From an optimization exercise on the open Yosys and OpenROAD flow, aimed at small area and a short achievable clock period; shortcuts taken in it are not production practice.
Where RTL was checked, it was by simulation tests only, not by an equivalence proof against the original.
Power and IR drop assume default switching activity.

xenon:
Design byte_fifo, start of the top module:
module byte_fifo
  (
   input              clk,
   input              rst_n,
   input              sync_rst,
   input              input_data_valid,
   input  [4:0]       num_bytes_taken_from_fifo,
   input  [127:0]     input_data,
   input  [4:0]       num_bytes_in,
   output             data_valid,
   output reg [5:0]   num_bytes,
   output [127:0]     data
   );
   reg [3:0]   rp;       
   reg [3:0]   wp;       
   reg [3:0]   rp_lo;    
   reg [3:0]   rp_hi;    
   reg [3:0]   wp_lo;    
   reg [3:0]   wp_hi;    
   reg [127:0] mem_a;    
   reg [127:0] mem_b;    
   wire [4:0] t   = num_bytes_taken_from_fifo;
   wire [4:0] nin = input_data_valid ? num_bytes_in : 5'd0;
   wire [6:0] left = {1'b0, num_bytes} - {2'b00, t};
   assign data_valid = (t != 5'd0) && !left[6];
   wire [5:0] cnt_keep = num_bytes + {1'b0, nin};
   wire [5:0] cnt_take = num_bytes + {1'b0, nin} - {1'b0, t};
   wire [4:0] rp_take  = {1'b0, rp} + t;    
  ...
For scale: about 3000 cells after synthesis, roughly 290 flip-flops.
==> module byte_fifo, before the edit <==
module byte_fifo
  (
   input              clk,
   input              rst_n,
   input              sync_rst,
   input              input_data_valid,
   input  [4:0]       num_bytes_taken_from_fifo,
   input  [127:0]     input_data,
   input  [4:0]       num_bytes_in,
   output             data_valid,
   output reg [5:0]   num_bytes,
   output [127:0]     data
   );
   reg [3:0]   rp;       
   reg [3:0]   wp;       
   reg [3:0]   rp_lo;    
   reg [3:0]   rp_hi;    
   reg [3:0]   wp_lo;    
   reg [3:0]   wp_hi;    
   reg [127:0] mem_a;    
   reg [127:0] mem_b;    
   wire [4:0] t   = num_bytes_taken_from_fifo;
   wire [4:0] nin = input_data_valid ? num_bytes_in : 5'd0;
   wire [6:0] left = {1'b0, num_bytes} - {2'b00, t};
   assign data_valid = (t != 5'd0) && !left[6];
   wire [5:0] cnt_keep = num_bytes + {1'b0, nin};
   wire [5:0] cnt_take = num_bytes + {1'b0, nin} - {1'b0, t};
   wire [4:0] rp_take  = {1'b0, rp} + t;    
   wire [3:0] rp_nxt = sync_rst ? 4'd0 : data_valid ? rp_take[3:0] : rp;
   wire [3:0] wp_nxt = sync_rst ? 4'd0 : wp + nin[3:0];
   function [3:0] onehot2;
      input [1:0] v;
      onehot2 = 4'b0001 << v;
   endfunction
   always @(posedge clk or negedge rst_n)
     if (~rst_n) begin
        num_bytes <= 6'd0;
        rp        <= 4'd0;
        wp        <= 4'd0;
        rp_lo     <= 4'b0000;    
        rp_hi     <= 4'b0000;
        wp_lo     <= 4'b0001;
        wp_hi     <= 4'b0001;
     end else begin
        num_bytes <= sync_rst ? 6'd0 : data_valid ? cnt_take : cnt_keep;
        rp        <= rp_nxt;
        wp        <= wp_nxt;
        rp_lo     <= onehot2(rp_nxt[1:0]);
        rp_hi     <= onehot2(rp_nxt[3:2]);
        wp_lo     <= onehot2(wp_nxt[1:0]);
        wp_hi     <= onehot2(wp_nxt[3:2]);
     end
   wire [15:0] ge_rp, lt_wp, lt_t;
   genvar g, l, i;
   generate
      for (l = 0; l < 16; l = l + 1) begin : g_therm
         assign ge_rp[l] = (rp <= l);
         assign lt_wp[l] = (wp > l);
         assign lt_t[l]  = (t > l);
      end
   endgenerate
   wire        wrap_w = (wp < rp);
   wire [15:0] extra  = wrap_w ? (ge_rp | lt_wp) : (ge_rp & lt_wp);
   wire [15:0] rd_q, rd_int;
   generate
      for (l = 0; l < 16; l = l + 1) begin : g_rdrot
         wire [3:0] s1, s2;
         for (i = 0; i < 4; i = i + 1) begin : g_way
            assign s1[i] = lt_t[(l - i + 16) % 16] & rp_lo[i];
            assign s2[i] = rd_q[(l - 4*i + 16) % 16] & rp_hi[i];
         end
         assign rd_q[l]   = |s1;
         assign rd_int[l] = |s2;
      end
   endgenerate
   wire [127:0] wr1, wr2;
   generate
      for (l = 0; l < 16; l = l + 1) begin : g_wrot
         wire [7:0] s1 [0:3];
         wire [7:0] s2 [0:3];
         for (i = 0; i < 4; i = i + 1) begin : g_way
            assign s1[i] = input_data[8*((l - i + 16) % 16) +: 8] & {8{wp_lo[i]}};
            assign s2[i] = wr1[8*((l - 4*i + 16) % 16) +: 8] & {8{wp_hi[i]}};
         end
         assign wr1[8*l +: 8] = s1[0] | s1[1] | s1[2] | s1[3];
         assign wr2[8*l +: 8] = s2[0] | s2[1] | s2[2] | s2[3];
      end
   endgenerate
   wire ge16 = num_bytes[5] | num_bytes[4];
   generate
      for (l = 0; l < 16; l = l + 1) begin : g_lane
         wire       empty = ~ge16 & ~extra[l];
         wire       full  = num_bytes[5] | (num_bytes[4] & extra[l]);
         wire       load  = data_valid & rd_int[l] | empty;
         wire [7:0] din   = wr2[8*l +: 8];
         always @(posedge clk) begin
            mem_a[8*l +: 8] <= (din & {8{load & ~full}})
                             | (mem_b[8*l +: 8] & {8{load & full}})
                             | (mem_a[8*l +: 8] & {8{~load}});
            if (load | ~full) mem_b[8*l +: 8] <= din;
         end
      end
   endgenerate
   wire [127:0] rd1, rd2;
   generate
      for (l = 0; l < 16; l = l + 1) begin : g_rrot
         wire [7:0] s1 [0:3];
         wire [7:0] s2 [0:3];
         for (i = 0; i < 4; i = i + 1) begin : g_way
            assign s1[i] = mem_a[8*((l + i) % 16) +: 8] & {8{rp_lo[i]}};
            assign s2[i] = rd1[8*((l + 4*i) % 16) +: 8] & {8{rp_hi[i]}};
         end
         assign rd1[8*l +: 8] = s1[0] | s1[1] | s1[2] | s1[3];
         assign rd2[8*l +: 8] = s2[0] | s2[1] | s2[2] | s2[3];
      end
   endgenerate
   assign data = rd2;
endmodule
==> flow/config.mk <==
export PLATFORM = sky130hd
export DESIGN_NAME = byte_fifo
export DESIGN_NICKNAME = byte_fifo
export VERILOG_FILES = /design/flow/design.v
export SDC_FILE = /design/flow/constraint.sdc
export NUM_CORES = 4
export LEC_CHECK = 0
export CAP_MARGIN = 20
export CORE_MARGIN = 2
export CORE_UTILIZATION = 30
export SETUP_SLACK_MARGIN = 2
export SLEW_MARGIN = 20
==> flow/constraint.sdc <==
create_clock -name core_clock -period 5.5 [get_ports {clk}]
set_input_delay 1.1000 -clock core_clock [delete_from_list [all_inputs] [get_ports {clk}]]
set_output_delay 1.1000 -clock core_clock [all_outputs]
set_load 0.01 [all_outputs]
standard.sh (not shown) runs the stock make flow with config.mk's settings and CLKGATE_MAP_FILE= SYNTH_SCRIPT=/design/flow/synth_recipe.tcl, a recipe that flattens the netlist after the stock synthesis.
==> flow/flow/run.sh <==
#!/bin/bash
# Standard layout, with plain buf_1 cells as the port buffers.
set -euo pipefail
bash standard.sh "BUFFER_PORTS_ARGS=-buffer_cell sky130_fd_sc_hd__buf_1" finish > standard.log 2>&1
### xenon -> fjord
diff --git a/flow/design.v b/flow/design.v
--- a/flow/design.v
+++ b/flow/design.v
@@ -21,12 +21,13 @@
    reg [127:0] mem_b;    
    wire [4:0] t   = num_bytes_taken_from_fifo;
    wire [4:0] nin = input_data_valid ? num_bytes_in : 5'd0;
-   wire [6:0] left = {1'b0, num_bytes} - {2'b00, t};
-   assign data_valid = (t != 5'd0) && !left[6];
+   wire [6:0] left   = {1'b0, num_bytes} - {2'b00, t};
+   wire       t_le_n = !left[6];
+   assign data_valid = (t != 5'd0) && t_le_n;
    wire [5:0] cnt_keep = num_bytes + {1'b0, nin};
    wire [5:0] cnt_take = num_bytes + {1'b0, nin} - {1'b0, t};
    wire [4:0] rp_take  = {1'b0, rp} + t;    
-   wire [3:0] rp_nxt = sync_rst ? 4'd0 : data_valid ? rp_take[3:0] : rp;
+   wire [3:0] rp_nxt = sync_rst ? 4'd0 : t_le_n ? rp_take[3:0] : rp;
    wire [3:0] wp_nxt = sync_rst ? 4'd0 : wp + nin[3:0];
    function [3:0] onehot2;
       input [1:0] v;
@@ -42,7 +43,7 @@
         wp_lo     <= 4'b0001;
         wp_hi     <= 4'b0001;
      end else begin
-        num_bytes <= sync_rst ? 6'd0 : data_valid ? cnt_take : cnt_keep;
+        num_bytes <= sync_rst ? 6'd0 : t_le_n ? cnt_take : cnt_keep;
         rp        <= rp_nxt;
         wp        <= wp_nxt;
         rp_lo     <= onehot2(rp_nxt[1:0]);
@@ -91,7 +92,7 @@
       for (l = 0; l < 16; l = l + 1) begin : g_lane
          wire       empty = ~ge16 & ~extra[l];
          wire       full  = num_bytes[5] | (num_bytes[4] & extra[l]);
-         wire       load  = data_valid & rd_int[l] | empty;
+         wire       load  = t_le_n & rd_int[l] | empty;
          wire [7:0] din   = wr2[8*l +: 8];
          always @(posedge clk) begin
             mem_a[8*l +: 8] <= (din & {8{load & ~full}})
==> comparison <==
Relative to xenon, the utilization after layout of fjord is higher by 0.22 points. Re layout overhead on the synthesized area: fjord is 1.1 points up on xenon. In the metrics for xenon and fjord, the one carrying the lower final design instance area without fill is fjord. Looking at area of the multi-input gates, fjord sits about 1.3% below xenon. fjord vs xenon: post-synth net total down slightly. In the tables for xenon and fjord, horizontal die dimension reads higher with xenon. Count of non-CTS buffers in the layout, xenon and fjord: smaller value in fjord. fjord vs xenon, worst setup path endpoint: data[96] vs data_valid. In the floorplan summary, fjord is listed with a die area less than that of xenon. fjord ended up with a lower number of nets in the final layout than xenon did. Static leakage in fjord vs xenon: up 2.3%.
The RTL of xenon was laid out without a check of its function.

afterwards: timing with drivers on the ports:
The flow's constraints put no driver on any port. The routed layouts listed below were extracted and timed again, unchanged, in two steps. Step 1 sets driving cells, clkbuf_16 on the clock port and buf_2 on the other inputs (assumed; they add their load-dependent delay and slew). Step 2 moves the port delays by t, midway between the first and last clock arrival at a register: inputs arrive t later, outputs are due t later. That takes back most of the time a late clock gives input paths. a / b / c = ideal / step 1 / step 2; a / b = the first two.
run | t, ns | setup slack, ns | latest minus earliest clock arrival (ns) | cell pins on the clock port's net
xenon | 0.641 | 1.909 / 1.876 / 1.510 | 0.028 / 0.028 | 1
fjord | 0.636 | 1.988 / 1.927 / 1.435 | 0.018 / 0.018 | 1
After both steps setup and hold are still met in every run listed. For fjord, which loses most, drivers alone change the setup slack by -0.061 ns; drivers and shift together by -0.553 ns.
